Background: an optimization exercise with open tools, aiming at small area and a short achievable clock period. Do not read the settings as production practice. Where RTL was checked, it was by simulation tests only, not by an equivalence proof against the original. No activity file was given, so power comes from the tool's default toggle rates.

==> run a <==
==> flow/design.v <==
module computation_module(clk, rst, a_1, a_2, a_3, b_1, b_2, b_3, P1_en, P2_en, mux_reset, c_sel, sel_m, out);
  input clk, rst;
  input [7:0] a_1, a_2, a_3;
  input [7:0] b_1, b_2, b_3;
  input [1:0] sel_m;
  input mux_reset, P1_en;
  input [2:0] c_sel;
  input [1:0] P2_en;
  output reg [7:0] out;
  wire e_s = sel_m == 2'b01, e_3 = sel_m == 2'b10, e_2 = sel_m == 2'b11;
  reg [1:0] sd1, sd2, sd3;
  reg [7:0] X11, X12, X13, X21, X22, X23, X31, X32;
  reg [7:0] B11, B12, B13, B21, B22, B23, B31, B32, B33;
  reg [7:0] D11, D12, D21, D22;
  reg [7:0] PP21, PP22, PP23;
  reg [7:0] Rs, Q, Vs, Vc;
  reg [7:0] c0, c1, c2, c3, T;
  wire g3_1 = sd1 == 2'b10, g2_1 = sd1 == 2'b11;
  wire g3_2 = sd2 == 2'b10, g2_2 = sd2 == 2'b11;
  wire g3_3 = sd3 == 2'b10;
  wire [7:0] BB11 = g3_1 ? B11 : g2_1 ? D11 : 8'd0;
  wire [7:0] BB12 = g3_2 ? B12 : g2_2 ? D12 : 8'd0;
  wire [7:0] BB13 = g3_3 ? B13 : 8'd0;
  wire [7:0] BB21 = g3_1 ? B21 : g2_1 ? D21 : 8'd0;
  wire [7:0] BB22 = g3_2 ? B22 : g2_2 ? D22 : 8'd0;
  wire [7:0] BB23 = g3_3 ? B23 : 8'd0;
  wire [7:0] M11 = X11 * BB11, M12 = X12 * BB12, M13 = X13 * BB13;
  wire [7:0] M21 = X21 * BB21, M22 = X22 * BB22, M23 = X23 * BB23;
  wire [7:0] P3_21 = sd2[0] ? 8'd0 : PP21, P2_21 = sd2[0] ? PP21 : 8'd0;
  wire [7:0] P3_22 = sd3[0] ? 8'd0 : PP22, P2_22 = sd3[0] ? PP22 : 8'd0;
  wire [7:0] M3_21 = sd1[0] ? 8'd0 : M21, M2_21 = sd1[0] ? M21 : 8'd0;
  wire [7:0] M3_22 = sd2[0] ? 8'd0 : M22, M2_22 = sd2[0] ? M22 : 8'd0;
  wire [7:0] Qn = P3_21 + M3_21 + P3_22 + M3_22 + PP23 + M23;
  wire [7:0] S = P2_21 + M2_21 + P2_22 + M2_22;
  wire [7:0] Bn31 = P1_en ? B21 : B31;
  wire [7:0] Bn32 = P1_en ? B22 : B32;
  wire [7:0] Bn33 = P1_en ? B23 : B33;
  wire [7:0] a3g = e_3 ? a_3 : 8'd0;
  wire [7:0] X31g = g3_1 ? X31 : 8'd0;
  wire [7:0] X32g = g3_2 ? X32 : 8'd0;
  function [15:0] csa;   
    input [7:0] x, y, z;
    csa = {x ^ y ^ z, ((x & y) | (x & z) | (y & z)) << 1};
  endfunction
  wire [7:0] r [0:23];
  genvar gi;
  generate for (gi = 0; gi < 8; gi = gi + 1) begin: pp
    assign r[gi]      = (a3g  & {8{Bn31[gi]}}) << gi;
    assign r[gi + 8]  = (X31g & {8{Bn32[gi]}}) << gi;
    assign r[gi + 16] = (X32g & {8{Bn33[gi]}}) << gi;
  end endgenerate
  wire [7:0] l1 [0:15];
  generate for (gi = 0; gi < 8; gi = gi + 1) begin: L1
    assign {l1[2*gi], l1[2*gi+1]} = csa(r[3*gi], r[3*gi+1], r[3*gi+2]);
  end endgenerate
  wire [7:0] l2 [0:10];
  generate for (gi = 0; gi < 5; gi = gi + 1) begin: L2
    assign {l2[2*gi], l2[2*gi+1]} = csa(l1[3*gi], l1[3*gi+1], l1[3*gi+2]);
  end endgenerate
  assign l2[10] = l1[15];
  wire [7:0] l3 [0:7];
  generate for (gi = 0; gi < 3; gi = gi + 1) begin: L3
    assign {l3[2*gi], l3[2*gi+1]} = csa(l2[3*gi], l2[3*gi+1], l2[3*gi+2]);
  end endgenerate
  assign l3[6] = l2[9]; assign l3[7] = l2[10];
  wire [7:0] l4 [0:5];
  generate for (gi = 0; gi < 2; gi = gi + 1) begin: L4
    assign {l4[2*gi], l4[2*gi+1]} = csa(l3[3*gi], l3[3*gi+1], l3[3*gi+2]);
  end endgenerate
  assign l4[4] = l3[6]; assign l4[5] = l3[7];
  wire [7:0] l5 [0:3];
  generate for (gi = 0; gi < 2; gi = gi + 1) begin: L5
    assign {l5[2*gi], l5[2*gi+1]} = csa(l4[3*gi], l4[3*gi+1], l4[3*gi+2]);
  end endgenerate
  wire [7:0] l6a, l6b, Vsn, Vcn;
  assign {l6a, l6b} = csa(l5[0], l5[1], l5[2]);
  assign {Vsn, Vcn} = csa(l6a, l6b, l5[3]);
  wire [7:0] a1s = e_s ? a_1 : 8'd0;
  wire [7:0] Rsn = (mux_reset ? 8'd0 : Rs) + a1s * b_1;
  reg [7:0] slot;
  always @(*) case (c_sel[1:0])
    2'd0: slot = c0; 2'd1: slot = c1; 2'd2: slot = c2; default: slot = c3;
  endcase
  wire [7:0] acc = slot + S;
  always @(posedge clk or posedge rst) begin
    if (rst) begin
      sd1 <= 0; sd2 <= 0; sd3 <= 0;
      X11 <= 0; X12 <= 0; X13 <= 0; X21 <= 0; X22 <= 0; X23 <= 0; X31 <= 0; X32 <= 0;
      B11 <= 0; B12 <= 0; B13 <= 0; B21 <= 0; B22 <= 0; B23 <= 0; B31 <= 0; B32 <= 0; B33 <= 0;
      D11 <= 0; D12 <= 0; D21 <= 0; D22 <= 0;
      PP21 <= 0; PP22 <= 0; PP23 <= 0;
      Rs <= 0; Q <= 0; Vs <= 0; Vc <= 0;
      c0 <= 0; c1 <= 0; c2 <= 0; c3 <= 0; T <= 0;
    end else begin
      sd1 <= sel_m; sd2 <= sd1; sd3 <= sd2;
      X11 <= a_1; X12 <= X11; X13 <= X12;
      X21 <= a_2; X22 <= X21; X23 <= X22;
      X31 <= a_3; X32 <= X31;
      if (P1_en) begin
        B11 <= e_3 ? b_1 : 8'd0; B12 <= e_3 ? b_2 : 8'd0; B13 <= e_3 ? b_3 : 8'd0;
        B21 <= B11; B22 <= B12; B23 <= B13;
      end
      B31 <= Bn31; B32 <= Bn32; B33 <= Bn33;
      if (P2_en[0]) begin D11 <= e_2 ? b_1 : 8'd0; D12 <= e_2 ? b_2 : 8'd0; end
      if (P2_en[1]) begin D21 <= D11; D22 <= D12; end
      PP21 <= M11; PP22 <= M12; PP23 <= M13;
      Rs <= Rsn; Q <= Qn; Vs <= Vsn; Vc <= Vcn;
      if (c_sel[2]) begin
        T <= acc;
        case (c_sel[1:0])
          2'd0: c0 <= acc; 2'd1: c1 <= acc; 2'd2: c2 <= acc; default: c3 <= acc;
        endcase
      end else T <= 8'd0;
    end
  end
  wire [7:0] o3 = Q + Vs + Vc;
  always @(*) case (sel_m)
    2'b00: out = 8'd0;
    2'b01: out = Rs;
    2'b10: out = o3;
    default: out = T;
  endcase
endmodule
==> flow/flow/run.sh <==
#!/bin/bash
set -euo pipefail
cd "$(dirname "$0")/.."
bash standard.sh ADDER_MAP_FILE= finish > standard_flow.log 2>&1
==> flow/standard.sh <==
#!/bin/bash
# synth_recipe.tcl (not shown) runs the flow's synth.tcl, then flattens the netlist and writes it again
# the make line also repeats each setting of config.mk as NAME=value (left out here)
make -C /OpenROAD-flow-scripts/flow DESIGN_CONFIG=/design/flow/config.mk WORK_HOME=/design/flow/orfs CLKGATE_MAP_FILE= SYNTH_SCRIPT=/design/flow/synth_recipe.tcl "${@:-finish}"
==> flow/config.mk <==
export PLATFORM = sky130hd
export DESIGN_NAME = computation_module
export DESIGN_NICKNAME = computation_module
export VERILOG_FILES = /design/flow/design.v
export SDC_FILE = /design/flow/constraint.sdc
export NUM_CORES = 4
export LEC_CHECK = 0
export CAP_MARGIN = 20
export CORE_MARGIN = 2
export CORE_UTILIZATION = 40
export SETUP_SLACK_MARGIN = 5
export SLEW_MARGIN = 20
==> flow/constraint.sdc <==
create_clock -name core_clock -period 11.0 [get_ports {clk}]
set_input_delay 2.2000 -clock core_clock [delete_from_list [all_inputs] [get_ports {clk}]]
set_output_delay 2.2000 -clock core_clock [all_outputs]
set_load 0.01 [all_outputs]
==> run b: changes against run a <==
==> flow/design.v, changed modules only <==
module vlate(a3, b31, x31, b32, x32, b33, s, c);
  input [7:0] a3, b31, x31, b32, x32, b33;
  output [7:0] s, c;
  function [15:0] csa;   
    input [7:0] x, y, z;
    csa = {x ^ y ^ z, ((x & y) | (x & z) | (y & z)) << 1};
  endfunction
  wire [7:0] r [0:23];
  genvar g;
  generate for (g = 0; g < 8; g = g + 1) begin: pp
    assign r[g]      = (a3  & {8{b31[g]}}) << g;
    assign r[g + 8]  = (x31 & {8{b32[g]}}) << g;
    assign r[g + 16] = (x32 & {8{b33[g]}}) << g;
  end endgenerate
  wire [7:0] l1 [0:15];
  generate for (g = 0; g < 8; g = g + 1) begin: L1
    assign {l1[2*g], l1[2*g+1]} = csa(r[3*g], r[3*g+1], r[3*g+2]);
  end endgenerate
  wire [7:0] l2 [0:10];
  generate for (g = 0; g < 5; g = g + 1) begin: L2
    assign {l2[2*g], l2[2*g+1]} = csa(l1[3*g], l1[3*g+1], l1[3*g+2]);
  end endgenerate
  assign l2[10] = l1[15];
  wire [7:0] l3 [0:7];
  generate for (g = 0; g < 3; g = g + 1) begin: L3
    assign {l3[2*g], l3[2*g+1]} = csa(l2[3*g], l2[3*g+1], l2[3*g+2]);
  end endgenerate
  assign l3[6] = l2[9]; assign l3[7] = l2[10];
  wire [7:0] l4 [0:5];
  generate for (g = 0; g < 2; g = g + 1) begin: L4
    assign {l4[2*g], l4[2*g+1]} = csa(l3[3*g], l3[3*g+1], l3[3*g+2]);
  end endgenerate
  assign l4[4] = l3[6]; assign l4[5] = l3[7];
  wire [7:0] l5 [0:3];
  generate for (g = 0; g < 2; g = g + 1) begin: L5
    assign {l5[2*g], l5[2*g+1]} = csa(l4[3*g], l4[3*g+1], l4[3*g+2]);
  end endgenerate
  wire [7:0] l6a, l6b;
  assign {l6a, l6b} = csa(l5[0], l5[1], l5[2]);
  assign {s, c} = csa(l6a, l6b, l5[3]);
endmodule
module sernext(p, a, b, y);
  input [7:0] p, a, b;
  output [7:0] y;
  assign y = p + a * b;
endmodule
module add3(x, y, z, o);
  input [7:0] x, y, z;
  output [7:0] o;
  function [15:0] csa;   
    input [7:0] x, y, z;
    csa = {x ^ y ^ z, ((x & y) | (x & z) | (y & z)) << 1};
  endfunction
  wire [7:0] s, c;
  assign {s, c} = csa(x, y, z);
  assign o = s + c;
endmodule
module computation_module(clk, rst, a_1, a_2, a_3, b_1, b_2, b_3, P1_en, P2_en, mux_reset, c_sel, sel_m, out);
  input clk, rst;
  input [7:0] a_1, a_2, a_3;
  input [7:0] b_1, b_2, b_3;
  input [1:0] sel_m;
  input mux_reset, P1_en;
  input [2:0] c_sel;
  input [1:0] P2_en;
  output reg [7:0] out;
  wire e_s = sel_m == 2'b01, e_3 = sel_m == 2'b10, e_2 = sel_m == 2'b11;
  reg [1:0] sd1, sd2, sd3;
  reg [7:0] X11, X12, X13, X21, X22, X23, X31, X32;
  reg [7:0] B11, B12, B13, B21, B22, B23, B31, B32, B33;
  reg [7:0] D11, D12, D21, D22;
  reg [7:0] PPQ, PPS;
  reg [7:0] Rs, Q, Vs, Vc;
  reg [7:0] c0, c1, c2, c3, T;
  wire g3_1 = sd1 == 2'b10, g2_1 = sd1 == 2'b11;
  wire g3_2 = sd2 == 2'b10, g2_2 = sd2 == 2'b11;
  wire g3_3 = sd3 == 2'b10;
  wire [7:0] BB11 = g3_1 ? B11 : g2_1 ? D11 : 8'd0;
  wire [7:0] BB12 = g3_2 ? B12 : g2_2 ? D12 : 8'd0;
  wire [7:0] BB13 = g3_3 ? B13 : 8'd0;
  wire [7:0] BB21 = g3_1 ? B21 : g2_1 ? D21 : 8'd0;
  wire [7:0] BB22 = g3_2 ? B22 : g2_2 ? D22 : 8'd0;
  wire [7:0] BB23 = g3_3 ? B23 : 8'd0;
  wire [7:0] M11 = X11 * BB11, M12 = X12 * BB12, M13 = X13 * BB13;
  wire [7:0] M21 = X21 * BB21, M22 = X22 * BB22, M23 = X23 * BB23;
  wire [7:0] M3_11 = sd1[0] ? 8'd0 : M11, M2_11 = sd1[0] ? M11 : 8'd0;
  wire [7:0] M3_12 = sd2[0] ? 8'd0 : M12, M2_12 = sd2[0] ? M12 : 8'd0;
  wire [7:0] M3_21 = sd1[0] ? 8'd0 : M21, M2_21 = sd1[0] ? M21 : 8'd0;
  wire [7:0] M3_22 = sd2[0] ? 8'd0 : M22, M2_22 = sd2[0] ? M22 : 8'd0;
  wire [7:0] PPQn = M3_11 + M3_12 + M13;
  wire [7:0] PPSn = M2_11 + M2_12;
  wire [7:0] Qn = PPQ + M3_21 + M3_22 + M23;
  wire [7:0] S = PPS + M2_21 + M2_22;
  wire [7:0] Bn31 = P1_en ? B21 : B31;
  wire [7:0] Bn32 = P1_en ? B22 : B32;
  wire [7:0] Bn33 = P1_en ? B23 : B33;
  wire [7:0] Bn31g = e_3 ? Bn31 : 8'd0;
  wire [7:0] X31g = g3_1 ? X31 : 8'd0;
  wire [7:0] X32g = g3_2 ? X32 : 8'd0;
  wire [7:0] Vsn, Vcn;
  vlate u_v(a_3, Bn31g, X31g, Bn32, X32g, Bn33, Vsn, Vcn);
  wire [7:0] b1s = e_s ? b_1 : 8'd0;
  wire [7:0] Rsn;
  sernext u_r(mux_reset ? 8'd0 : Rs, a_1, b1s, Rsn);
  reg [7:0] slot;
  always @(*) case (c_sel[1:0])
    2'd0: slot = c0; 2'd1: slot = c1; 2'd2: slot = c2; default: slot = c3;
  endcase
  wire [7:0] acc = slot + S;
  always @(posedge clk or posedge rst) begin
    if (rst) begin
      sd1 <= 0; sd2 <= 0; sd3 <= 0;
      X11 <= 0; X12 <= 0; X13 <= 0; X21 <= 0; X22 <= 0; X23 <= 0; X31 <= 0; X32 <= 0;
      B11 <= 0; B12 <= 0; B13 <= 0; B21 <= 0; B22 <= 0; B23 <= 0; B31 <= 0; B32 <= 0; B33 <= 0;
      D11 <= 0; D12 <= 0; D21 <= 0; D22 <= 0;
      PPQ <= 0; PPS <= 0;
      Rs <= 0; Q <= 0; Vs <= 0; Vc <= 0;
      c0 <= 0; c1 <= 0; c2 <= 0; c3 <= 0; T <= 0;
    end else begin
      sd1 <= sel_m; sd2 <= sd1; sd3 <= sd2;
      X11 <= a_1; X12 <= X11; X13 <= X12;
      X21 <= a_2; X22 <= X21; X23 <= X22;
      X31 <= a_3; X32 <= X31;
      if (P1_en) begin
        B11 <= e_3 ? b_1 : 8'd0; B12 <= e_3 ? b_2 : 8'd0; B13 <= e_3 ? b_3 : 8'd0;
        B21 <= B11; B22 <= B12; B23 <= B13;
      end
      B31 <= Bn31; B32 <= Bn32; B33 <= Bn33;
      if (P2_en[0]) begin D11 <= e_2 ? b_1 : 8'd0; D12 <= e_2 ? b_2 : 8'd0; end
      if (P2_en[1]) begin D21 <= D11; D22 <= D12; end
      PPQ <= PPQn; PPS <= PPSn;
      Rs <= Rsn; Q <= Qn; Vs <= Vsn; Vc <= Vcn;
      if (c_sel[2]) begin
        T <= acc;
        case (c_sel[1:0])
          2'd0: c0 <= acc; 2'd1: c1 <= acc; 2'd2: c2 <= acc; default: c3 <= acc;
        endcase
      end else T <= 8'd0;
    end
  end
  wire [7:0] o3;
  add3 u_o3(Q, Vs, Vc, o3);
  always @(*) case (sel_m)
    2'b00: out = 8'd0;
    2'b01: out = Rs;
    2'b10: out = o3;
    default: out = T;
  endcase
endmodule
==> flow/flow/run.sh (replaced) <==
#!/bin/bash
set -euo pipefail
cd "$(dirname "$0")/.."
bash standard.sh ADDER_MAP_FILE= SETUP_SLACK_MARGIN=5.8 "BUFFER_PORTS_ARGS=-buffer_cell sky130_fd_sc_hd__buf_4" finish > standard_flow.log 2>&1
- ABC_AREA: unset -> 1
- CORE_UTILIZATION: 40 -> 60
- SETUP_SLACK_MARGIN: 5 -> unset
==> run c: changes against run a <==
==> flow/design.v, changed modules only <==
module computation_module(clk, rst, a_1, a_2, a_3, b_1, b_2, b_3, P1_en, P2_en, mux_reset, c_sel, sel_m, out);
  input clk, rst;
  input [7:0] a_1, a_2, a_3;
  input [7:0] b_1, b_2, b_3;
  input [1:0] sel_m;
  input mux_reset, P1_en;
  input [2:0] c_sel;
  input [1:0] P2_en;
  output reg [7:0] out;
  wire s1 = sel_m == 2'b01, s2 = sel_m == 2'b10, s3 = sel_m == 2'b11;
  reg [7:0] Rs;
  reg [7:0] A11, A12, A13, A21, A22, A23, A31, A32;
  reg [7:0] B11, B12, B13, B21, B22, B23, B31, B32, B33;
  reg [7:0] P21, P22, P23;
  reg [7:0] O3;
  reg [7:0] C11, C12, C21, C22, D11, D12, D21, D22, Q21, Q22;
  reg [7:0] c0, c1, c2, c3, T;
  wire [7:0] Bn31 = P1_en ? B21 : B31;
  wire [7:0] Bn32 = P1_en ? B22 : B32;
  wire [7:0] Bn33 = P1_en ? B23 : B33;
  wire [7:0] a3g = s2 ? a_3 : 8'd0;
  wire [7:0] O3n = P21 + A21*B21 + P22 + A22*B22 + P23 + A23*B23 + a3g*Bn31 + A31*Bn32 + A32*Bn33;
  wire [7:0] a1s = s1 ? a_1 : 8'd0;
  wire [7:0] Rsn = (mux_reset ? 8'd0 : Rs) + a1s*b_1;
  reg [7:0] slot;
  always @(*) case (c_sel[1:0])
    2'd0: slot = c0; 2'd1: slot = c1; 2'd2: slot = c2; default: slot = c3;
  endcase
  wire [7:0] acc = slot + Q21 + C21*D21 + Q22 + C22*D22;
  always @(posedge clk or posedge rst) begin
    if (rst) begin
      Rs <= 0; O3 <= 0;
      A11 <= 0; A12 <= 0; A13 <= 0; A21 <= 0; A22 <= 0; A23 <= 0; A31 <= 0; A32 <= 0;
      B11 <= 0; B12 <= 0; B13 <= 0; B21 <= 0; B22 <= 0; B23 <= 0; B31 <= 0; B32 <= 0; B33 <= 0;
      P21 <= 0; P22 <= 0; P23 <= 0;
      C11 <= 0; C12 <= 0; C21 <= 0; C22 <= 0; D11 <= 0; D12 <= 0; D21 <= 0; D22 <= 0; Q21 <= 0; Q22 <= 0;
      c0 <= 0; c1 <= 0; c2 <= 0; c3 <= 0; T <= 0;
    end else begin
      Rs <= Rsn;
      O3 <= O3n;
      A11 <= s2 ? a_1 : 8'd0; A12 <= A11; A13 <= A12;
      A21 <= s2 ? a_2 : 8'd0; A22 <= A21; A23 <= A22;
      A31 <= a3g; A32 <= A31;
      if (P1_en) begin
        B11 <= s2 ? b_1 : 8'd0; B12 <= s2 ? b_2 : 8'd0; B13 <= s2 ? b_3 : 8'd0;
        B21 <= B11; B22 <= B12; B23 <= B13;
        B31 <= B21; B32 <= B22; B33 <= B23;
      end
      P21 <= A11*B11; P22 <= A12*B12; P23 <= A13*B13;
      C11 <= s3 ? a_1 : 8'd0; C12 <= C11;
      C21 <= s3 ? a_2 : 8'd0; C22 <= C21;
      if (P2_en[0]) begin D11 <= s3 ? b_1 : 8'd0; D12 <= s3 ? b_2 : 8'd0; end
      if (P2_en[1]) begin D21 <= D11; D22 <= D12; end
      Q21 <= C11*D11; Q22 <= C12*D12;
      if (c_sel[2]) begin
        T <= acc;
        case (c_sel[1:0])
          2'd0: c0 <= acc; 2'd1: c1 <= acc; 2'd2: c2 <= acc; default: c3 <= acc;
        endcase
      end else T <= 8'd0;
    end
  end
  always @(*) case (sel_m)
    2'b00: out = 8'd0;
    2'b01: out = Rs;
    2'b10: out = O3;
    default: out = T;
  endcase
endmodule
- SETUP_SLACK_MARGIN: 5 -> unset
==> run d: changes against run a <==
==> flow/flow/run.sh (replaced) <==
#!/bin/bash
set -euo pipefail
cd "$(dirname "$0")/.."
bash standard.sh ADDER_MAP_FILE= SETUP_SLACK_MARGIN=5.5 "BUFFER_PORTS_ARGS=-buffer_cell sky130_fd_sc_hd__buf_4" finish > standard_flow.log 2>&1
- CORE_UTILIZATION: 40 -> 60
- SETUP_SLACK_MARGIN: 5 -> unset
==> run notes <==
Run a completed without violations. Run d finished with timing, DRC and antenna clean. Run c completed without violations. Run b completed without violations. Between run b and run c, the lower critical path depth is in run b (gap 4). In run d the non-clock buffer count is higher than in run a, by 8. Against run c, the clock-buffer cell count of run b is lower by 8. The highest via count belongs to run b, the lowest to run a. In sequential cell count, run a and run d do not differ. The highest power belongs to run c, the lowest to run b. Fmax: run c < run a < run d < run b. The highest utilization belongs to run b, the lowest to run c.
The RTL of run b and run c was laid out without a check of its function.

[separate check: timing with driven ports]
How much do the figures lean on ideal ports? The routed layouts below were timed once more, with nothing changed but the port constraints.
Step 1 (the two cells are an assumption about what drives the block):
set clk [get_ports {clk}]
set_driving_cell -lib_cell sky130_fd_sc_hd__clkbuf_16 $clk
set_driving_cell -lib_cell sky130_fd_sc_hd__buf_2 [delete_from_list [all_inputs] $clk]
Step 2 also shifts input and output timing later by t, the mid clock arrival at the registers, as if the neighbouring blocks saw the same clock.
Three values: no drivers, after step 1, after step 2; two values: the first two.
run | t (ns) | setup slack, ns | worst hold slack (ns)
run a | 0.610 | 4.901 / 4.842 / 4.671 | 0.418 / 0.418 / 0.418
run b | 0.630 | 5.422 / 5.366 / 4.818 | 0.370 / 0.370 / 0.370
run c | 0.609 | 3.299 / 3.329 / 2.721 | 0.370 / 0.370 / 0.370
run d | 0.630 | 4.943 / 4.888 / 5.021 | 0.408 / 0.408 / 0.408
After both steps every run listed still meets setup and hold. The setup slack of run b, which loses most, moves by -0.056 ns with the drivers and by -0.604 ns with both steps.
